Background: an optimization exercise with open tools, aiming at a short achievable clock period and few clock cycles. Do not read the settings as production practice. The RTL was checked by simulation tests, not by an equivalence proof against the original design. No activity file was given, so power comes from the tool's default toggle rates.

==> inputs of exp/xenon <==
==> flow/design.v <==
module zmips_mux232(
    input [31:0] a, b,
    input sel,
    output [31:0] y
    );
assign y = (sel == 0) ? a : b;
endmodule: zmips_mux232
module zmips_mux432(
    input [31:0] a, b, c, d,
    input [1:0] sel,
    output reg [31:0] y
    );
always_comb begin
    case (sel)
    2'b00: begin
        y = a;
    end
    2'b01: begin
        y = b;
    end
    2'b10: begin
        y = c;
    end
    2'b11: begin
        y = d;
    end
    endcase
end
endmodule: zmips_mux432
module zmips_n_adder #(
    parameter W = 32
  ) (
    input [W-1:0] a, b,
    output [W-1:0] sum
  );
assign sum = a + b;
endmodule: zmips_n_adder
module zmips_barrel_shift(
    input [31:0] a,
    input [4:0] shift,
    input [1:0] op,
    output reg [31:0] y,
    output reg cout
    );
always_comb begin
    case (op)
    2'b01: {cout, y} = a << shift;
    2'b10: {y, cout} = {a, 1'b0} >>> shift;
    2'b11: {y, cout} = {a, 1'b0} >> shift;
    default: {y, cout} = {a, 1'b0};
    endcase
end
endmodule: zmips_barrel_shift
module zmips_alu(
    input [31:0] a, b,
    input [3:0] op,
    input [4:0] shamt,
    input cin,
    output [31:0] y,
    output zero, cout
    );
localparam A_ADD = 6'h0;  
localparam A_SUB = 6'h1;
localparam A_AND = 6'h2;
localparam A_OR  = 6'h4;
localparam A_EOR = 6'h6;
localparam A_NOP = 6'h8;  
localparam A_SLL = 6'ha;
localparam A_SRA = 6'hc;
localparam A_SRL = 6'he;
logic [31:0] b_in;            
logic [31:0] add_rslt;        
logic [31:0] and_rslt;        
logic [31:0] or_rslt;         
logic [31:0] eor_rslt;        
logic [31:0] g0_y;            
logic [31:0] g1_y;            
logic [1:0] i_op;             
logic i_group;                
logic i_cout;
logic g0_cout, g1_cout;       
assign i_op = op[2:1];
assign i_group = op[3];
assign zero = ~|y;
assign b_in = b ^ {32{op[0]}};
assign {i_cout, add_rslt} = a + b_in + {31'b0, cin};     
assign and_rslt = a & b_in;
assign or_rslt = a | b_in;
assign eor_rslt = a ^ b_in;
zmips_mux432 ALU_I_MUX(
        .a(add_rslt),
        .b(and_rslt),
        .c(or_rslt),
        .d(eor_rslt),
        .sel(i_op),
        .y(g0_y)
    );
assign g0_cout = (i_op == 2'b00) ? i_cout : 1'b0;   
zmips_barrel_shift ALU_I_BS(.a(a), .shift(shamt), .op(i_op), .y(g1_y), .cout(g1_cout));
zmips_mux232 ALU_IO_MUX(.a(g0_y), .b(g1_y), .sel(i_group), .y(y));
assign cout = i_group ? g1_cout : g0_cout;
endmodule: zmips_alu
module zmips_regfile(
    input [4:0] addr_0, addr_1, wr_addr,
    input [31:0] wr_data, pc_val,
    input pc_wr, wr, clk,
    output [31:0] data_0, data_1
    );
logic [31:0] regfile [0:29];
logic [31:0] pc_reg;
logic [1:0] regsel_0, regsel_1;
assign regsel_0 = {&addr_0[4:1], addr_0[0]};
assign regsel_1 = {&addr_1[4:1], addr_1[0]};
logic [31:0] rf_0, rf_1;
assign rf_0 = (wr && wr_addr == addr_0) ? wr_data : regfile[addr_0];
assign rf_1 = (wr && wr_addr == addr_1) ? wr_data : regfile[addr_1];
zmips_mux432 MUX_D0(
    .a(rf_0),
    .b(rf_0),
    .c(pc_reg),
    .d(pc_val),
    .sel(regsel_0),
    .y(data_0)
);
zmips_mux432 MUX_D1(
    .a(rf_1),
    .b(rf_1),
    .c(pc_reg),
    .d(pc_val),
    .sel(regsel_1),
    .y(data_1)
);
always_ff @(posedge clk) begin
    if (wr && ((&wr_addr[4:1]) == 1'b0)) begin
        regfile[wr_addr] <= wr_data;
    end
end
always_ff @(posedge clk) begin
    if (pc_wr) begin
        pc_reg <= pc_val;
    end
end
endmodule: zmips_regfile
module zmips(
    input [31:0] i_data,
    output [31:0] i_addr, d_addr, d_data_o,
    input [31:0] d_data_i,
    input clk, rst,  
    output d_wr, d_rd
    );
localparam K = 8;    
logic [31:0] pc;
logic        d_valid;
logic [31:0] d_ir;
logic [31:0] d_pc4;
logic        d_fdone;       
logic        d_pred;        
logic        e_valid;
logic [31:0] e_a, e_b;
logic        e_fa, e_fb;    
logic        e_fbl;         
logic        e_shop;        
logic [5:0]  e_funct;
logic [4:0]  e_shamt;
logic        e_cinc;        
logic        e_wr, e_ld, e_st;
logic [4:0]  e_rd;
logic        e_wz, e_wc, e_wn, e_force;
logic        e_li;
logic        e_br, e_pred, e_bset;
logic [1:0]  e_cc;
logic [31:0] e_target, e_pc4;
logic        m_wr, m_ld, m_st, m_rd_v;
logic [4:0]  m_rd;
logic [31:0] m_res, m_data;
logic        flag_z, flag_c, flag_n;
logic [31:0] rf [0:29];
logic [31:0] r30;
assign i_addr = pc;
logic [31:0] pc4;
assign pc4 = pc + 32'd4;
logic f_jpl, f_br, f_bpred, f_jmp30, f_small, f_redirect;
assign f_jpl   = i_data[31:30] == 2'b11;
assign f_br    = i_data[31:30] == 2'b10;
assign f_bpred = f_br & ((i_data[27:26] == 2'b11) | i_data[25]);
assign f_jmp30 = (i_data[31:30] == 2'b00) & (&i_data[5:0]) & (i_data[25:21] == 5'd30);
assign f_small = (&i_data[25:K-1]) | ~(|i_data[25:K-1]);
logic [K:0]     f_lo;
logic [29-K:0]  f_hi, pc4_hi_p1, pc4_hi_m1;
assign f_lo      = {1'b0, pc4[K+1:2]} + {1'b0, i_data[K-1:0]};
assign pc4_hi_p1 = pc4[31:K+2] + 1'b1;
assign pc4_hi_m1 = pc4[31:K+2] - 1'b1;
always_comb begin
    case ({i_data[K-1], f_lo[K]})
    2'b01:   f_hi = pc4_hi_p1;
    2'b10:   f_hi = pc4_hi_m1;
    default: f_hi = pc4[31:K+2];
    endcase
end
logic d_is_jpl;
logic [31:0] f_target;
logic f_take_br, f_take_jmp;
assign f_take_br  = f_bpred & f_small;
assign f_take_jmp = f_jmp30 & ~(d_valid & d_is_jpl);
assign f_redirect = f_jpl | f_take_br | f_take_jmp;
always_comb begin
    if (f_jpl)          f_target = {i_data[29:0], 2'b00};
    else if (f_take_br) f_target = {f_hi, f_lo[K-1:0], pc4[1:0]};
    else                f_target = r30;
end
logic [4:0] d_rs, d_rt, d_rdf;
assign d_rs = d_ir[25:21];
assign d_rt = d_ir[20:16];
assign d_rdf = d_ir[15:11];
logic d_rfmt, d_li, d_brf, d_jmp;
assign d_rfmt   = d_ir[31:30] == 2'b00;
assign d_li     = d_ir[31:30] == 2'b01;
assign d_brf    = d_ir[31:30] == 2'b10;
assign d_is_jpl = d_ir[31:30] == 2'b11;
assign d_jmp    = d_rfmt & (&d_ir[5:0]);
logic d_b3, d_b2, d_b1, d_b0;
assign {d_b3, d_b2, d_b1, d_b0} = d_ir[29:26];
logic d_wen, d_ld, d_st;
logic [4:0] d_wrd;
assign d_ld  = d_rfmt & d_b3 & d_b2;
assign d_st  = d_rfmt & d_b3 & ~d_b2;
assign d_wrd = d_li ? 5'd0 : d_rdf;
assign d_wen  = d_li ? d_ir[28] : (d_rfmt & d_b2 & ~(&d_rdf[4:1]));
logic d_usea, d_useb;
assign d_usea = d_rfmt;
assign d_useb = d_rfmt & ~d_b0 & ~d_jmp;    
logic [31:0] wb_val;
logic [31:0] d_rsv, d_rtv, d_av, d_bv;
assign wb_val = m_ld ? d_data_i : m_res;
always_comb begin
    if (d_rs == 5'd31)      d_rsv = d_pc4;
    else if (d_rs == 5'd30) d_rsv = r30;
    else if (m_wr && m_rd == d_rs) d_rsv = wb_val;
    else                    d_rsv = rf[d_rs];
end
always_comb begin
    if (d_rt == 5'd31)      d_rtv = d_pc4;
    else if (d_rt == 5'd30) d_rtv = r30;
    else if (m_wr && m_rd == d_rt) d_rtv = wb_val;
    else                    d_rtv = rf[d_rt];
end
assign d_av = d_li ? {{6{d_ir[25]}}, d_ir[25:0]} : d_rsv;
assign d_bv = d_rtv;
logic e_hit_rs, e_hit_rt;
assign e_hit_rs = e_valid & e_wr & (e_rd == d_rs);
assign e_hit_rt = e_valid & e_wr & (e_rd == d_rt);
logic stall;
assign stall = d_valid & (
        (e_ld & ((d_usea & e_hit_rs) | (d_useb & e_hit_rt))) |
        (d_jmp & ~d_fdone & e_hit_rs & ~e_li));
logic [31:0] d_target;
assign d_target = d_pc4 + {d_ir[25] ? 4'hf : 4'h0, d_ir[25:0], 2'b00};
logic [31:0] d_jval;
assign d_jval = (e_hit_rs & e_li) ? e_a : d_rsv;
logic e_redirect;
logic [31:0] e_rtarget;
logic d_redirect;
assign d_redirect = d_valid & ~d_fdone & ((d_brf & d_pred) | d_jmp) & ~stall;
always_ff @(posedge clk) begin
    if (rst)              pc <= 32'b0;
    else if (e_redirect)  pc <= e_rtarget;
    else if (stall)       pc <= pc;
    else if (d_redirect)  pc <= d_brf ? d_target : d_jval;
    else if (f_redirect)  pc <= f_target;
    else                  pc <= pc4;
end
always_ff @(posedge clk) begin
    if (rst || e_redirect || (d_redirect && !stall)) begin
        d_valid <= 1'b0;
    end else if (!stall) begin
        d_valid <= 1'b1;
    end
    if (!stall) begin
        d_ir    <= i_data;
        d_pc4   <= pc4;
        d_fdone <= f_redirect;
        d_pred  <= f_bpred;
    end
end
always_ff @(posedge clk) begin
    if (d_valid && d_is_jpl && !e_redirect && !rst)
        r30 <= d_pc4;
end
always_ff @(posedge clk) begin
    if (rst || e_redirect || stall || !d_valid) begin
        e_valid <= 1'b0;
    end else begin
        e_valid <= 1'b1;
    end
    e_a      <= d_av;
    e_b      <= d_bv;
    e_fa     <= e_hit_rs & ~e_ld & d_rfmt;
    e_fb     <= e_hit_rt & ~e_ld;
    e_fbl    <= e_hit_rt & e_ld;
    e_shop   <= d_li | d_b0;
    e_funct  <= d_li ? 6'b0 : d_ir[5:0];
    e_shamt  <= d_ir[10:6];
    e_cinc   <= d_b2;
    e_wr     <= d_wen;
    e_ld     <= d_ld;
    e_st     <= d_st;
    e_rd     <= d_wrd;
    e_wz     <= d_rfmt & ~d_jmp & (d_b1 | d_ir[2]);
    e_wc     <= d_rfmt & ~d_jmp & (d_b1 | d_ir[1]);
    e_wn     <= d_rfmt & ~d_jmp & (d_b1 | d_ir[0]);
    e_force  <= d_b1;
    e_li     <= d_li;
    e_br     <= d_brf;
    e_pred   <= d_pred;
    e_bset   <= d_ir[29];
    e_cc     <= d_ir[27:26];
    e_target <= d_target;
    e_pc4    <= d_pc4;
end
logic [31:0] ea, eb, ebi;
assign ea  = e_fa ? m_res : e_a;
assign eb  = e_fb ? m_res : e_b;
assign ebi = eb ^ {32{e_funct[3]}};
logic ecin;
assign ecin = ~e_cinc | flag_c;
logic [32:0] e_sum;
assign e_sum = {1'b0, ea} + {1'b0, ebi} + {32'b0, ecin};
logic [31:0] e_g0;
always_comb begin
    case (e_funct[5:4])
    2'b00: e_g0 = e_sum[31:0];
    2'b01: e_g0 = ea & ebi;
    2'b10: e_g0 = ea | ebi;
    default: e_g0 = ea ^ ebi;
    endcase
end
logic [31:0] e_g1;
logic e_g1c;
always_comb begin
    case (e_funct[5:4])
    2'b00:   {e_g1c, e_g1} = {1'b0, ea};
    2'b01:   {e_g1c, e_g1} = {1'b0, ea} << e_shamt;
    default: {e_g1, e_g1c} = {ea, 1'b0} >> e_shamt;
    endcase
end
logic [31:0] e_y;
logic e_co;
assign e_y  = e_shop ? e_g1 : e_g0;
assign e_co = e_shop ? e_g1c : ((e_funct[5:4] == 2'b00) & e_sum[32]);
always_ff @(posedge clk) begin
    if (rst) begin
        flag_z <= 1'b0;
        flag_c <= 1'b0;
        flag_n <= 1'b0;
    end else if (e_valid) begin
        if (e_wz) flag_z <= e_force ? e_funct[2] : ~|e_y;
        if (e_wc) flag_c <= e_force ? e_funct[1] : e_co;
        if (e_wn) flag_n <= e_force ? e_funct[0] : e_y[31];
    end
end
logic e_flag, e_taken;
always_comb begin
    case (e_cc)
    2'b00: e_flag = flag_z;
    2'b01: e_flag = flag_c;
    default: e_flag = flag_n;
    endcase
end
assign e_taken    = (e_cc == 2'b11) | (e_flag == e_bset);
assign e_redirect = e_valid & e_br & (e_taken ^ e_pred);
assign e_rtarget  = e_taken ? e_target : e_pc4;
always_ff @(posedge clk) begin
    m_res  <= e_y;
    m_data <= e_fbl ? d_data_i : eb;
    m_rd   <= e_rd;
    if (rst || !e_valid) begin
        m_wr <= 1'b0;
        m_ld <= 1'b0;
        m_st <= 1'b0;
    end else begin
        m_wr <= e_wr;
        m_ld <= e_ld;
        m_st <= e_st;
    end
end
assign d_addr   = m_res;
assign d_data_o = m_data;
assign d_wr     = m_st;
assign d_rd     = m_ld;
always_ff @(posedge clk) begin
    if (m_wr) rf[m_rd] <= wb_val;
end
endmodule
==> flow/run.sh <==
#!/bin/bash
# synth_recipe.tcl (not shown) runs the flow's synth.tcl, then flattens the netlist and writes it again
# the make line also repeats each setting of config.mk as NAME=value (left out here)
make -C /OpenROAD-flow-scripts/flow DESIGN_CONFIG=/design/flow/config.mk WORK_HOME=/design/flow/orfs CLKGATE_MAP_FILE= SYNTH_SCRIPT=/design/flow/synth_recipe.tcl finish
==> flow/config.mk <==
export PLATFORM = sky130hd
export DESIGN_NAME = zmips
export DESIGN_NICKNAME = zmips
export VERILOG_FILES = /design/flow/design.v
export SDC_FILE = /design/flow/constraint.sdc
export NUM_CORES = 4
export LEC_CHECK = 0
export CAP_MARGIN = 20
export CORE_MARGIN = 2
export CORE_UTILIZATION = 40
export SLEW_MARGIN = 20
==> flow/constraint.sdc <==
create_clock -name core_clock -period 9.0 [get_ports {clk}]
set_input_delay 1.8000 -clock core_clock [delete_from_list [all_inputs] [get_ports {clk}]]
set_output_delay 1.8000 -clock core_clock [all_outputs]
set_load 0.01 [all_outputs]
==> exp/tundra: changes against exp/xenon <==
--- a/flow/design.v
+++ b/flow/design.v
@@ -30,8 +30,33 @@
 module zmips_n_adder #(
-    parameter W = 32
+    parameter W = 32,
+    parameter L = 5      
   ) (
     input [W-1:0] a, b,
-    output [W-1:0] sum
+    input cin,
+    output [W-1:0] sum,
+    output cout
   );
-assign sum = a + b;
+logic [W-1:0] p0, g0;
+logic [W-1:0] gg [0:L];
+logic [W-1:0] pp [0:L];
+assign p0 = a ^ b;
+assign g0 = a & b;
+assign gg[0] = {g0[W-1:1], g0[0] | (p0[0] & cin)};
+assign pp[0] = p0;
+genvar l, i;
+generate
+for (l = 0; l < L; l = l + 1) begin : lvl
+    for (i = 0; i < W; i = i + 1) begin : bit_
+        if (i >= (1 << l)) begin : op
+            assign gg[l+1][i] = gg[l][i] | (pp[l][i] & gg[l][i - (1 << l)]);
+            assign pp[l+1][i] = pp[l][i] & pp[l][i - (1 << l)];
+        end else begin : pass
+            assign gg[l+1][i] = gg[l][i];
+            assign pp[l+1][i] = pp[l][i];
+        end
+    end
+end
+endgenerate
+assign sum  = p0 ^ {gg[L][W-2:0], cin};
+assign cout = gg[L][W-1];
 endmodule: zmips_n_adder
@@ -158,6 +183,6 @@
 logic        e_valid;
-logic [31:0] e_a, e_b;
-logic        e_fa, e_fb;    
+logic [31:0] e_a, e_b, e_bx;   
 logic        e_fbl;         
-logic        e_shop;        
+logic        e_s_add, e_s_and, e_s_or, e_s_xor, e_s_sh;  
+logic        e_shl, e_shr;  
 logic [5:0]  e_funct;
@@ -187,14 +212,6 @@
 assign f_small = (&i_data[25:K-1]) | ~(|i_data[25:K-1]);
-logic [K:0]     f_lo;
-logic [29-K:0]  f_hi, pc4_hi_p1, pc4_hi_m1;
-assign f_lo      = {1'b0, pc4[K+1:2]} + {1'b0, i_data[K-1:0]};
-assign pc4_hi_p1 = pc4[31:K+2] + 1'b1;
-assign pc4_hi_m1 = pc4[31:K+2] - 1'b1;
-always_comb begin
-    case ({i_data[K-1], f_lo[K]})
-    2'b01:   f_hi = pc4_hi_p1;
-    2'b10:   f_hi = pc4_hi_m1;
-    default: f_hi = pc4[31:K+2];
-    endcase
-end
+logic [K:0] f_lo;
+logic f_same_hi;
+zmips_n_adder #(.W(K), .L(3)) ADDF(.a(pc4[K+1:2]), .b(i_data[K-1:0]), .cin(1'b0), .sum(f_lo[K-1:0]), .cout(f_lo[K]));
+assign f_same_hi = f_lo[K] == i_data[K-1];
 logic d_is_jpl;
@@ -202,3 +219,3 @@
 logic f_take_br, f_take_jmp;
-assign f_take_br  = f_bpred & f_small;
+assign f_take_br  = f_bpred & f_small & f_same_hi;
 assign f_take_jmp = f_jmp30 & ~(d_valid & d_is_jpl);
@@ -207,3 +224,3 @@
     if (f_jpl)          f_target = {i_data[29:0], 2'b00};
-    else if (f_take_br) f_target = {f_hi, f_lo[K-1:0], pc4[1:0]};
+    else if (f_take_br) f_target = {pc4[31:K+2], f_lo[K-1:0], pc4[1:0]};
     else                f_target = r30;
@@ -263,9 +280,15 @@
 assign d_redirect = d_valid & ~d_fdone & ((d_brf & d_pred) | d_jmp) & ~stall;
+logic [31:0] pc_slow;
+logic f_go;
+always_comb begin
+    if (e_redirect)       pc_slow = e_rtarget;
+    else if (stall)       pc_slow = pc;
+    else if (d_redirect)  pc_slow = d_brf ? d_target : d_jval;
+    else                  pc_slow = pc4;
+end
+assign f_go = f_redirect & ~(e_redirect | stall | d_redirect);
 always_ff @(posedge clk) begin
-    if (rst)              pc <= 32'b0;
-    else if (e_redirect)  pc <= e_rtarget;
-    else if (stall)       pc <= pc;
-    else if (d_redirect)  pc <= d_brf ? d_target : d_jval;
-    else if (f_redirect)  pc <= f_target;
-    else                  pc <= pc4;
+    if (rst)        pc <= 32'b0;
+    else if (f_go)  pc <= f_target;
+    else            pc <= pc_slow;
 end
@@ -294,8 +317,13 @@
     end
-    e_a      <= d_av;
-    e_b      <= d_bv;
-    e_fa     <= e_hit_rs & ~e_ld & d_rfmt;
-    e_fb     <= e_hit_rt & ~e_ld;
+    e_a      <= (e_hit_rs & ~e_ld & d_rfmt) ? e_y : d_av;
+    e_b      <= (e_hit_rt & ~e_ld) ? e_y : d_bv;
+    e_bx     <= ((e_hit_rt & ~e_ld) ? e_y : d_bv) ^ {32{d_ir[3]}};
     e_fbl    <= e_hit_rt & e_ld;
-    e_shop   <= d_li | d_b0;
+    e_s_add  <= ~d_li & ~d_b0 & (d_ir[5:4] == 2'b00);
+    e_s_and  <= ~d_li & ~d_b0 & (d_ir[5:4] == 2'b01);
+    e_s_or   <= ~d_li & ~d_b0 & (d_ir[5:4] == 2'b10);
+    e_s_xor  <= ~d_li & ~d_b0 & (d_ir[5:4] == 2'b11);
+    e_s_sh   <= d_li | d_b0;
+    e_shl    <= ~d_li & (d_ir[5:4] == 2'b01);
+    e_shr    <= ~d_li & d_ir[5];
     e_funct  <= d_li ? 6'b0 : d_ir[5:0];
@@ -319,19 +347,16 @@
 end
-logic [31:0] ea, eb, ebi;
-assign ea  = e_fa ? m_res : e_a;
-assign eb  = e_fb ? m_res : e_b;
-assign ebi = eb ^ {32{e_funct[3]}};
 logic ecin;
 assign ecin = ~e_cinc | flag_c;
-logic [32:0] e_sum;
-assign e_sum = {1'b0, ea} + {1'b0, ebi} + {32'b0, ecin};
-logic [31:0] e_g0;
-always_comb begin
-    case (e_funct[5:4])
-    2'b00: e_g0 = e_sum[31:0];
-    2'b01: e_g0 = ea & ebi;
-    2'b10: e_g0 = ea | ebi;
-    default: e_g0 = ea ^ ebi;
-    endcase
-end
+logic [31:0] e_sum;
+logic e_sum_c;
+zmips_n_adder #(.W(32)) ADD0(.a(e_a), .b(e_bx), .cin(ecin), .sum(e_sum), .cout(e_sum_c));
+logic [31:0] e_and, e_or, e_xor;
+assign e_and = e_a & e_bx;
+assign e_or  = e_a | e_bx;
+assign e_xor = e_a ^ e_bx;
+logic e_sum_z;
+assign e_sum_z = &(~(e_xor ^ {e_or[30:0], ecin}));
+logic [32:0] e_shl_v, e_shr_v;
+assign e_shl_v = {1'b0, e_a} << e_shamt;
+assign e_shr_v = {e_a, 1'b0} >> e_shamt;
 logic [31:0] e_g1;
@@ -339,12 +364,14 @@
 always_comb begin
-    case (e_funct[5:4])
-    2'b00:   {e_g1c, e_g1} = {1'b0, ea};
-    2'b01:   {e_g1c, e_g1} = {1'b0, ea} << e_shamt;
-    default: {e_g1, e_g1c} = {ea, 1'b0} >> e_shamt;
-    endcase
+    if (e_shl)      {e_g1c, e_g1} = e_shl_v;
+    else if (e_shr) {e_g1, e_g1c} = e_shr_v;
+    else            {e_g1c, e_g1} = {1'b0, e_a};
 end
 logic [31:0] e_y;
-logic e_co;
-assign e_y  = e_shop ? e_g1 : e_g0;
-assign e_co = e_shop ? e_g1c : ((e_funct[5:4] == 2'b00) & e_sum[32]);
+logic e_co, e_zero;
+assign e_y = ({32{e_s_add}} & e_sum) | ({32{e_s_and}} & e_and) |
+             ({32{e_s_or}}  & e_or)  | ({32{e_s_xor}} & e_xor) |
+             ({32{e_s_sh}}  & e_g1);
+assign e_co = (e_s_add & e_sum_c) | (e_s_sh & e_g1c);
+assign e_zero = (e_s_add & e_sum_z) | (e_s_and & ~|e_and) | (e_s_or & ~|e_or) |
+                (e_s_xor & ~|e_xor) | (e_s_sh & ~|e_g1);
 always_ff @(posedge clk) begin
@@ -355,3 +382,3 @@
     end else if (e_valid) begin
-        if (e_wz) flag_z <= e_force ? e_funct[2] : ~|e_y;
+        if (e_wz) flag_z <= e_force ? e_funct[2] : e_zero;
         if (e_wc) flag_c <= e_force ? e_funct[1] : e_co;
@@ -373,3 +400,3 @@
     m_res  <= e_y;
-    m_data <= e_fbl ? d_data_i : eb;
+    m_data <= e_fbl ? d_data_i : e_b;
     m_rd   <= e_rd;
--- a/flow/config.mk
+++ b/flow/config.mk
@@ -7,2 +7,3 @@
 export LEC_CHECK = 0
+export ABC_CLOCK_PERIOD_IN_PS = 3000
 export CAP_MARGIN = 20
@@ -10,2 +11,3 @@
 export CORE_UTILIZATION = 40
+export SETUP_SLACK_MARGIN = 5
 export SLEW_MARGIN = 20
==> notes <==
Between exp/xenon and exp/tundra, the lower count of clock-buffer cells in the layout is in exp/xenon (gap 12). First-iteration DRC count: exp/tundra is higher than exp/xenon (8.5%). Against exp/xenon, the die area of exp/tundra is lower by 2.8%. Between exp/xenon and exp/tundra, the lower clock skew is in exp/xenon (gap 42 ps). Between exp/tundra and exp/xenon, the lower final area is in exp/tundra (gap about 0.64%, measured against exp/xenon). Against exp/xenon, the sequential power of exp/tundra is larger by about 2%. Against exp/xenon, the area after synthesis of exp/tundra is lower by 2.8%. Against exp/tundra, the non-clock buffer count of exp/xenon is lower by 56.
Testbench counts of exp/xenon, summed over its fixed seeds: cycles 48,446.
Testbench counts of exp/tundra, summed over its fixed seeds: cycles 48,500.

==> separate check: timing with driven ports <==
The results above use ideal ports. As a check the final layouts listed here were re-extracted and re-timed, cells and wires unchanged. Step 1 sets driving cells, clkbuf_16 on the clock port and buf_2 on the other inputs (assumed; they add their load-dependent delay and slew). Step 2 also shifts input and output timing later by t, the mid clock arrival at the registers, as if the neighbouring blocks saw the same clock. Three values: no drivers, after step 1, after step 2; two values: the first two.
| run | t (ns) | setup WS [ns] | hold slack, ns | worst register clock-pin slew, ns | worst data-port slew with drivers (ns) |
|---|---|---|---|---|---|
| exp/xenon | 0.858 | 2.268 / 2.327 / 1.469 | 0.395 / 0.395 / 0.395 | 0.07 / 0.07 | 0.06 |
| exp/tundra | 0.863 | 4.901 / 4.901 / 4.159 | 0.407 / 0.407 / 0.407 | 0.07 / 0.07 | 0.12 |
After both steps setup and hold are still met in every run listed. For exp/xenon, which loses most, drivers alone change the setup slack by +0.059 ns; drivers and shift together by -0.799 ns.
